This is an optimization exercise on Yosys and OpenROAD, whose aim is small area, a short achievable clock period and few clock cycles, not a production implementation. In this exercise RTL edits were held to simulation tests only and were not proved equivalent to the original. Power is estimated from default activity; no workload was simulated.

Setup of job 8394:
==> flow/design.v <==
module wisc_cache (
   input         clk,
   input         rst,
   input  [15:0] Addr,
   input  [15:0] DataIn,
   input         Rd,
   input         Wr,
   output [15:0] DataOut,
   output        Done,
   output        Stall,
   output        CacheHit,
   output        err,
   output [51:0] bank_addr,     
   output [63:0] bank_wdata,    
   output [3:0]  bank_we,       
   input  [63:0] bank_rdata     
);
   wire [15:0] M_addr, M_data_in, M_data_out;
   wire M_wr, M_rd, M_stall, M_err;
   wire [3:0] M_busy;
   mem_system #(1) cache0 (
      .DataOut(DataOut), .Done(Done), .Stall(Stall), .CacheHit(CacheHit), .err(err),
      .Addr(Addr), .DataIn(DataIn), .Rd(Rd), .Wr(Wr), .createdump(1'b0),
      .clk(clk), .rst(rst),
      .M_addr(M_addr), .M_data_in(M_data_in), .M_wr(M_wr), .M_rd(M_rd),
      .M_data_out(M_data_out), .M_stall(M_stall), .M_busy(M_busy), .err_mem(M_err));
   wisc_fbm mem (
      .clk(clk), .rst(rst), .addr(M_addr), .data_in(M_data_in), .wr(M_wr), .rd(M_rd),
      .data_out(M_data_out), .stall(M_stall), .busy(M_busy), .err(M_err),
      .bank_addr(bank_addr), .bank_wdata(bank_wdata), .bank_we(bank_we),
      .bank_rdata(bank_rdata));
endmodule
module wisc_fbm (
   input         clk,
   input         rst,
   input  [15:0] addr,
   input  [15:0] data_in,
   input         wr,
   input         rd,
   output [15:0] data_out,
   output        stall,
   output [3:0]  busy,
   output        err,
   output [51:0] bank_addr,
   output [63:0] bank_wdata,
   output [3:0]  bank_we,
   input  [63:0] bank_rdata
);
   wire [3:0] sel;
   assign sel[0] = (addr[2:1] == 2'd0);
   assign sel[1] = (addr[2:1] == 2'd1);
   assign sel[2] = (addr[2:1] == 2'd2);
   assign sel[3] = (addr[2:1] == 2'd3);
   wire [3:0] en = sel & ~busy & {4{wr | rd}};
   assign stall = (wr | rd) & ~rst & (|(sel & busy));
   wire [15:0] d0, d1, d2, d3;
   wire [3:0] berr;
   wisc_bank m0 (.clk(clk), .rst(rst), .data_in(data_in), .addr(addr[15:3]), .wr(wr), .rd(rd), .enable(en[0]),
                 .data_out(d0), .err(berr[0]), .st_addr(bank_addr[12:0]), .st_wdata(bank_wdata[15:0]),
                 .st_we(bank_we[0]), .st_rdata(bank_rdata[15:0]));
   wisc_bank m1 (.clk(clk), .rst(rst), .data_in(data_in), .addr(addr[15:3]), .wr(wr), .rd(rd), .enable(en[1]),
                 .data_out(d1), .err(berr[1]), .st_addr(bank_addr[25:13]), .st_wdata(bank_wdata[31:16]),
                 .st_we(bank_we[1]), .st_rdata(bank_rdata[31:16]));
   wisc_bank m2 (.clk(clk), .rst(rst), .data_in(data_in), .addr(addr[15:3]), .wr(wr), .rd(rd), .enable(en[2]),
                 .data_out(d2), .err(berr[2]), .st_addr(bank_addr[38:26]), .st_wdata(bank_wdata[47:32]),
                 .st_we(bank_we[2]), .st_rdata(bank_rdata[47:32]));
   wisc_bank m3 (.clk(clk), .rst(rst), .data_in(data_in), .addr(addr[15:3]), .wr(wr), .rd(rd), .enable(en[3]),
                 .data_out(d3), .err(berr[3]), .st_addr(bank_addr[51:39]), .st_wdata(bank_wdata[63:48]),
                 .st_we(bank_we[3]), .st_rdata(bank_rdata[63:48]));
   assign data_out = d0 | d1 | d2 | d3;
   assign err = (wr | rd) & ((|berr) | addr[0]);
   reg [3:0] bsy0, bsy1, bsy2;
   always @(posedge clk) begin
      bsy0 <= rst ? 4'd0 : en;
      bsy1 <= rst ? 4'd0 : bsy0;
      bsy2 <= rst ? 4'd0 : bsy1;
   end
   assign busy = bsy0 | bsy1 | bsy2;
endmodule
module wisc_bank (
   input         clk,
   input         rst,
   input  [15:0] data_in,
   input  [12:0] addr,
   input         wr,
   input         rd,
   input         enable,
   output [15:0] data_out,
   output        err,
   output [12:0] st_addr,
   output [15:0] st_wdata,
   output        st_we,
   input  [15:0] st_rdata
);
   wire rd0 = rd & ~wr & enable & ~rst;
   wire wr0 = ~rd & wr & enable & ~rst;
   reg rd1, wr1, rd2, wr2, rd3, wr3;
   reg [12:0] addr_1c;
   reg [15:0] data_in_1c, dout;
   always @(posedge clk) begin
      rd1 <= rst ? 1'b0 : rd0;
      wr1 <= rst ? 1'b0 : wr0;
      rd2 <= rst ? 1'b0 : rd1;
      wr2 <= rst ? 1'b0 : wr1;
      rd3 <= rst ? 1'b0 : rd2;
      wr3 <= rst ? 1'b0 : wr2;
      addr_1c <= rst ? 13'd0 : addr;
      data_in_1c <= rst ? 16'd0 : data_in;
      dout <= rst ? 16'd0 : (rd1 ? st_rdata : 16'd0);
   end
   wire busy = rd1 | rd2 | rd3 | wr1 | wr2 | wr3;
   assign err = ((rd0 | wr0) & busy) | (rd & wr & enable & ~rst);
   assign data_out = dout;
   assign st_addr = addr_1c;
   assign st_wdata = data_in_1c;
   assign st_we = wr1 & ~rst;
endmodule

module mem_system(
   output [15:0] DataOut,
   output        Done,
   output        Stall,
   output        CacheHit,
   output        err,
   input  [15:0] Addr,
   input  [15:0] DataIn,
   input         Rd,
   input         Wr,
   input         createdump,
   input         clk,
   input         rst,
   output [15:0] M_addr,
   output [15:0] M_data_in,
   output        M_wr,
   output        M_rd,
   input  [15:0] M_data_out,
   input         M_stall,
   input  [3:0]  M_busy,
   input         err_mem
   );
   parameter memtype = 0;
   reg [1:0] st;
   wire bank_free = ~M_busy[Addr[2:1]];
   wire can_send = ~(st[1] ^ st[0]);
   assign M_rd = Rd & bank_free & can_send;
   assign M_wr = Wr & bank_free;
   assign M_addr = Addr;
   assign M_data_in = DataIn;
   assign Done = (st == 2'b10) | M_wr;
   assign DataOut = M_data_out;
   assign CacheHit = M_wr & ~st[0];
   assign Stall = Rd | Wr;
   assign err = Addr[0] | (Rd & Wr);
   always @(posedge clk) begin
      if (rst)
         st <= 2'b00;
      else if (st == 2'b01)
         st <= 2'b10;
      else if (st == 2'b10)
         st <= 2'b00;
      else if (M_rd)
         st <= 2'b01;
      else if ((Rd | Wr) & ~Done)
         st <= 2'b11;
      else
         st <= 2'b00;
   end
endmodule
clock: 12.0 ns
lec_check: 0
abc_clock_period_in_ps: 1000
cap_margin: 20
core_margin: 2
core_utilization: 40
cts_buf_list: sky130_fd_sc_hd__clkbuf_4
place_density: 0.6
slew_margin: 20
standard.sh (not shown) runs the stock make flow with config.mk's settings and CLKGATE_MAP_FILE= SYNTH_SCRIPT=/design/flow/synth_recipe.tcl, a recipe that flattens the netlist after the stock synthesis.
==> flow/flow/run.sh <==
#!/bin/bash
# The standard layout with three changes:
#  - the port buffers are buf_1 cells instead of the resizer's default
#    choice (clkdlybuf4s50_1);
#  - timing repair aims for more setup slack than the standard flow;
#  - after the standard synthesis, each mux4 cell is rebuilt from NAND gates
#    (flow/eco.tcl), which is faster from its select inputs.
set -euo pipefail
export BUFFER_PORTS_ARGS="-buffer_cell sky130_fd_sc_hd__buf_1"
export SETUP_SLACK_MARGIN=6.55
bash standard.sh synth > synth.log 2>&1
R=$PWD/orfs/results/$FLOW_PLATFORM/wisc_cache/base
cat > eco_run.tcl <<EOT
read_db $R/1_synth.odb
source $PWD/flow/eco.tcl
write_db $R/1_synth.odb
EOT
openroad -no_init -exit eco_run.tcl > eco.log 2>&1
touch $R/1_synth.sdc
bash standard.sh > standard.log 2>&1
Other scripts of this flow, unchanged in this note and not shown: flow/flow/eco.tcl
Testbench counts of job 8394, summed over its fixed seeds: cycles 54,679.
[inputs] job 6422 vs job 8394
# job 8394
export LEC_CHECK = 0
export ABC_CLOCK_PERIOD_IN_PS = 1000
export CAP_MARGIN = 20
export CORE_MARGIN = 2
export CORE_UTILIZATION = 40
export CTS_BUF_LIST = sky130_fd_sc_hd__clkbuf_4
export PLACE_DENSITY = 0.6
export SLEW_MARGIN = 20
create_clock -name core_clock -period 12.0 [get_ports {clk}]
# job 6422
export LEC_CHECK = 0
export ABC_CLOCK_PERIOD_IN_PS = 1000
export CAP_MARGIN = 20
export CORE_MARGIN = 2
export CORE_UTILIZATION = 80
export CTS_BUF_LIST = sky130_fd_sc_hd__clkbuf_4
export PLACE_DENSITY = 0.9
export SLEW_MARGIN = 20
create_clock -name core_clock -period 12.0 [get_ports {clk}]
-- flow/flow/run.sh --
<<< job 8394, line 8
set -euo pipefail
export BUFFER_PORTS_ARGS="-buffer_cell sky130_fd_sc_hd__buf_1"
export SETUP_SLACK_MARGIN=6.55
bash standard.sh synth > synth.log 2>&1
R=$PWD/orfs/results/$FLOW_PLATFORM/wisc_cache/base
>>> job 6422, line 8
set -euo pipefail
export BUFFER_PORTS_ARGS="-buffer_cell sky130_fd_sc_hd__buf_1"
export SETUP_SLACK_MARGIN=6.4
bash standard.sh synth > synth.log 2>&1
R=$PWD/orfs/results/$FLOW_PLATFORM/wisc_cache/base
### Flow results
Post-cts hold buffer count: job 8394 vs job 6422 identical
When the final numbers for job 8394 and job 6422 were put side by side, the vertical extent of the die turned out to be greater in job 8394.
Diff job 8394 -> job 6422: effective utilization at floorplan shows an increase of 40 points; horizontal die dimension saw a decrease; synthesized netlist cell count essentially unchanged; pre-CTS setup slack shrank by 0.021 ns.
On number of buffers between clock root and the deepest sink, job 8394 and job 6422 are basically level.
Job 6422 did not make it past 5_1_grt, where a tool error ended it.
Changes observed in job 6422 relative to job 8394: cell row count -about 28%, sum of net half-perimeters after detailed placement ~0 delta.
Job 6422 vs job 8394 — post-cts gate resize count dropped 14.
#### Input delta (job 8035 over job 6422)
# job 6422
export LEC_CHECK = 0
export ABC_CLOCK_PERIOD_IN_PS = 1000
export CAP_MARGIN = 20
export CORE_MARGIN = 2
export CORE_UTILIZATION = 80
export CTS_BUF_LIST = sky130_fd_sc_hd__clkbuf_4
export PLACE_DENSITY = 0.9
export SLEW_MARGIN = 20
create_clock -name core_clock -period 12.0 [get_ports {clk}]
# job 8035
export LEC_CHECK = 0
export ABC_CLOCK_PERIOD_IN_PS = 1000
export CAP_MARGIN = 20
export CORE_MARGIN = 2
export CORE_UTILIZATION = 40
export CTS_BUF_LIST = sky130_fd_sc_hd__clkbuf_4
export PLACE_DENSITY = 0.6
export SLEW_MARGIN = 20
create_clock -name core_clock -period 12.0 [get_ports {clk}]
Findings:
Job 8035 went all the way through synthesis, placement and routing and the layout is clean on timing, DRC and antenna. Width of the die delta for job 8035 relative to job 6422: 39% higher. [compare] base=job 6422 new=job 8035: initial cell density of the core down 40 points, post-CTS setup buffer count flat, number of cells upsized or downsized after cts down 1, number of hold buffers added after CTS flat. Compared with job 6422, job 8035 shows post-DP HPWL that has gone down by a few percent. Compare job 6422 and job 8035 | final weighted congestion in routability-driven placement higher: job 6422. On placed cell area: job 8035 sits above job 6422.

RTL: the design.v shown in full above, as it stands there.
==> flow/config.mk <==
export PLATFORM = sky130hd
export DESIGN_NAME = wisc_cache
export DESIGN_NICKNAME = wisc_cache
export VERILOG_FILES = /design/flow/design.v
export SDC_FILE = /design/flow/constraint.sdc
export NUM_CORES = 4
export LEC_CHECK = 0
export ABC_CLOCK_PERIOD_IN_PS = 1000
export CAP_MARGIN = 20
export CORE_MARGIN = 2
export CORE_UTILIZATION = 40
export CTS_BUF_LIST = sky130_fd_sc_hd__clkbuf_4
export PLACE_DENSITY = 0.6
export SLEW_MARGIN = 20
==> flow/constraint.sdc <==
create_clock -name core_clock -period 12.0 [get_ports {clk}]
set_input_delay 2.4000 -clock core_clock [delete_from_list [all_inputs] [get_ports {clk}]]
set_output_delay 2.4000 -clock core_clock [all_outputs]
set_load 0.01 [all_outputs]
==> flow/flow/run.sh <==
#!/bin/bash
# The standard layout, with the port buffers made of buf_1 cells instead of
# the resizer's default choice (clkdlybuf4s50_1), and timing repair aiming
# for more setup slack than the standard flow.
export BUFFER_PORTS_ARGS="-buffer_cell sky130_fd_sc_hd__buf_1"
export SETUP_SLACK_MARGIN=6.4
bash standard.sh > standard.log 2>&1
Testbench counts at the start, summed over its fixed seeds: cycles 54,679.
Rerun with:
- CTS_BUF_LIST: sky130_fd_sc_hd__clkbuf_4 -> sky130_fd_sc_hd__clkbuf_8
- CTS_CLUSTER_DIAMETER: unset -> 60
- CTS_CLUSTER_SIZE: unset -> 30
Outcome:
- The new run ran to the end with no violations
- utilization climbs by 1.2 points
- global-route usage hardly moves
- setup slack gets better by 0.0033 ns
- sequential power barely changes
- clock-buffer cell count rises by 1
- first-iteration DRC count is higher by 46%
- power goes up by about 10%
Rerun with:
- CAP_MARGIN: 20 -> 0
- CTS_BUF_LIST: sky130_fd_sc_hd__clkbuf_8 -> sky130_fd_sc_hd__clkbuf_4
- CTS_CLUSTER_DIAMETER: 60 -> unset
- CTS_CLUSTER_SIZE: 30 -> unset
- SLEW_MARGIN: 20 -> 0
Effect: Routed wire length falls by 0.53%. Clock-buffer cell count falls by 1. Clock power falls by 22%. Setup slack loses 0.0033 ns.

run A:
Starts from the design.v that is shown in full above.
==> flow/config.mk <==
export PLATFORM = sky130hd
export DESIGN_NAME = wisc_cache
export DESIGN_NICKNAME = wisc_cache
export VERILOG_FILES = /design/flow/design.v
export SDC_FILE = /design/flow/constraint.sdc
export NUM_CORES = 4
export LEC_CHECK = 0
export CAP_MARGIN = 20
export CORE_MARGIN = 2
export CORE_UTILIZATION = 40
export PLACE_DENSITY = 0.6
export SLEW_MARGIN = 20
==> flow/constraint.sdc <==
create_clock -name core_clock -period 12.0 [get_ports {clk}]
set_input_delay 2.4000 -clock core_clock [delete_from_list [all_inputs] [get_ports {clk}]]
set_output_delay 2.4000 -clock core_clock [all_outputs]
set_load 0.01 [all_outputs]
==> flow/flow/run.sh <==
#!/bin/bash
# The standard layout, with the port buffers made of buf_1 cells instead of
# the resizer's default choice (clkdlybuf4s50_1).
cp standard.sh standard_sh_copy.txt
export BUFFER_PORTS_ARGS="-buffer_cell sky130_fd_sc_hd__buf_1"
bash standard.sh > standard.log 2>&1
Run A ended with every stage complete and zero timing, DRC or antenna violations.
Testbench counts of run A, summed over its fixed seeds: cycles 54,679.
What run B does differently from run A at the input level:
Settings: ABC_CLOCK_PERIOD_IN_PS newly set to 1000; CTS_CLUSTER_SIZE newly set to 30; CTS_CLUSTER_DIAMETER newly set to 60; CTS_BUF_LIST newly set to sky130_fd_sc_hd__clkbuf_8.
==> flow/flow/run.sh <==
#!/bin/bash
# The standard layout, with the port buffers made of buf_1 cells instead of
# the resizer's default choice (clkdlybuf4s50_1), and timing repair aiming
# for more setup slack than the standard flow.
export BUFFER_PORTS_ARGS="-buffer_cell sky130_fd_sc_hd__buf_1"
export SETUP_SLACK_MARGIN=6.6
bash standard.sh > standard.log 2>&1
Findings:
- [compare] base=run A new=run B: ratio of final minimum period to clock period lost 1.8 points; least setup slack across all paths after layout picked up an extra 220 ps; wire length picked up an extra 6.9%; total power lost about 10%; core occupancy in the finished layout neither gained nor lost much.
- Final net count delta for run B relative to run A: 8 higher
Inputs modified between run B and run C:
==> flow/flow/run.sh <==
#!/bin/bash
# The standard layout, with the port buffers made of buf_1 cells instead of
# the resizer's default choice (clkdlybuf4s50_1).
cp standard.sh standard_sh_copy.txt
export BUFFER_PORTS_ARGS="-buffer_cell sky130_fd_sc_hd__buf_1"
bash standard.sh > standard.log 2>&1
## What came out
- Higher count of routing violations after the opening detailed-route iteration was reported by run C, not run B.
- Diff run C and run B: worst hold slack lower in run B
- Run B has a higher design area than run C.
- Diff run B -> run C: part of the cycle the worst path needs went up by 1.9 points, share of final layout cell area taken by non-clock buffers lost 1.9 points.
- Compared run C against run B; number of diodes added for antenna fixing within noise.
- Run C vs run B on multi-input gate share of total cell area: run C is the higher one.
- Run C ends up with lower fmax than run B does.
- Run C — routed metal-1 wire length 270 µm lower, run B as reference
- The run with more routed wire is run B, not run C.
- Run C ends up with a count of plain and timing-repair buffers in the layout that is 8 lower than in run B.

RTL: the design.v shown in full above, as it stands there.
==> flow/config.mk <==
export PLATFORM = sky130hd
export DESIGN_NAME = wisc_cache
export DESIGN_NICKNAME = wisc_cache
export VERILOG_FILES = /design/flow/design.v
export SDC_FILE = /design/flow/constraint.sdc
export NUM_CORES = 4
export LEC_CHECK = 0
export ABC_CLOCK_PERIOD_IN_PS = 1000
export CAP_MARGIN = 20
export CORE_MARGIN = 2
export CORE_UTILIZATION = 40
export CTS_BUF_LIST = sky130_fd_sc_hd__clkbuf_8
export CTS_CLUSTER_DIAMETER = 60
export CTS_CLUSTER_SIZE = 30
export PLACE_DENSITY = 0.6
export SLEW_MARGIN = 20
==> flow/constraint.sdc <==
create_clock -name core_clock -period 12.0 [get_ports {clk}]
set_input_delay 2.4000 -clock core_clock [delete_from_list [all_inputs] [get_ports {clk}]]
set_output_delay 2.4000 -clock core_clock [all_outputs]
set_load 0.01 [all_outputs]
==> flow/flow/run.sh <==
#!/bin/bash
# The standard layout, with the port buffers made of buf_1 cells instead of
# the resizer's default choice (clkdlybuf4s50_1), and larger clock-tree sink
# clusters.
export BUFFER_PORTS_ARGS="-buffer_cell sky130_fd_sc_hd__buf_1"
export CTS_ARGS="-sink_clustering_enable -repair_clock_nets -sink_clustering_size 40 -sink_clustering_max_diameter 200 -buf_list sky130_fd_sc_hd__clkbuf_8"
bash standard.sh > standard.log 2>&1
Testbench counts at the start, summed over its fixed seeds: cycles 54,679.
Change:
==> flow/flow/run.sh (replaced) <==
#!/bin/bash
# The standard layout, with the port buffers made of buf_1 cells instead of
# the resizer's default choice (clkdlybuf4s50_1), and timing repair aiming
# for more setup slack than the standard flow.
export BUFFER_PORTS_ARGS="-buffer_cell sky130_fd_sc_hd__buf_1"
export SETUP_SLACK_MARGIN=7.0
bash standard.sh > standard.log 2>&1
What happened: Area after synthesis does not change. Global-route usage rises by 1.7 points. Design area goes up by about 3%. Core utilization increases by 1.5 points. Non-clock buffer count grows by 10. Sequential share of layout area fell by 1.4 points. Synthesized cell count is unchanged. Worst setup slack improves by 0.20 ns. Final cell count went up by about 1.6%. Combinational power grows by about 11%. Power is lower by 2.0%.
Change:
==> flow/flow/run.sh (replaced) <==
#!/bin/bash
# The standard layout, with the port buffers made of buf_1 cells instead of
# the resizer's default choice (clkdlybuf4s50_1).
cp standard.sh standard_sh_copy.txt
export BUFFER_PORTS_ARGS="-buffer_cell sky130_fd_sc_hd__buf_1"
bash standard.sh > standard.log 2>&1
Settings changed: ABC_CLOCK_PERIOD_IN_PS 1000 to 10.
First-iteration DRC count goes down by 24%.
Cell area goes down by 3.0%.
Sequential share of layout area goes up by 1.4 points.
Fmax goes down by 3.5%.
Global-route usage goes down by 1.7 points.
Power goes up by 2.0%.
Sequential power barely changes.

[separate check: timing with driven ports]
In the flow no input, the clock included, has a driving cell. The finished layouts below were timed again as built, in two steps.
Step 1, drivers: a clkbuf_16 drives clk and a buf_2 each remaining input, both assumed.
Step 2, shift: input delay + t, output delay - t, t = (earliest + latest rising clock arrival at the registers) / 2. This alone moves slack from input paths to output paths.
a / b / c = ideal ports / drivers / drivers and shift; a / b = the first two.
| run | shift t [ns] | setup slack, ns | worst setup path after step 2 | worst slew at a driven data input, ns |
|---|---|---|---|---|
| job 8394 | 0.504 | 6.532 / 6.492 / 6.492 | input to output | 0.06 |
| job 8035 | 0.517 | 6.502 / 6.463 / 6.463 | input to output | 0.06 |
| the first run of note 2 | 0.488 | 6.356 / 6.302 / 6.302 | input to output | 0.05 |
| the second run of note 2 | 0.430 | 6.360 / 6.305 / 6.305 | input to output | 0.05 |
| the third run of note 2 | 0.488 | 6.356 / 6.302 / 6.302 | input to output | 0.05 |
| run A | 0.524 | 6.136 / 6.108 / 6.108 | input to output | 0.05 |
| run B | 0.439 | 6.356 / 6.296 / 6.296 | input to output | 0.06 |
| run C | 0.430 | 6.134 / 6.106 / 6.106 | input to output | 0.05 |
| the first run of note 4 | 0.430 | 6.134 / 6.106 / 6.106 | input to output | 0.05 |
| the second run of note 4 | 0.438 | 6.337 / 6.272 / 6.272 | input to output | 0.13 |
| the third run of note 4 | 0.430 | 6.134 / 6.106 / 6.106 | input to output | 0.05 |
After both steps setup and hold are still met in every run listed. The setup slack of the second run of note 4, which loses most, moves by -0.065 ns with the drivers and by -0.065 ns with both steps.
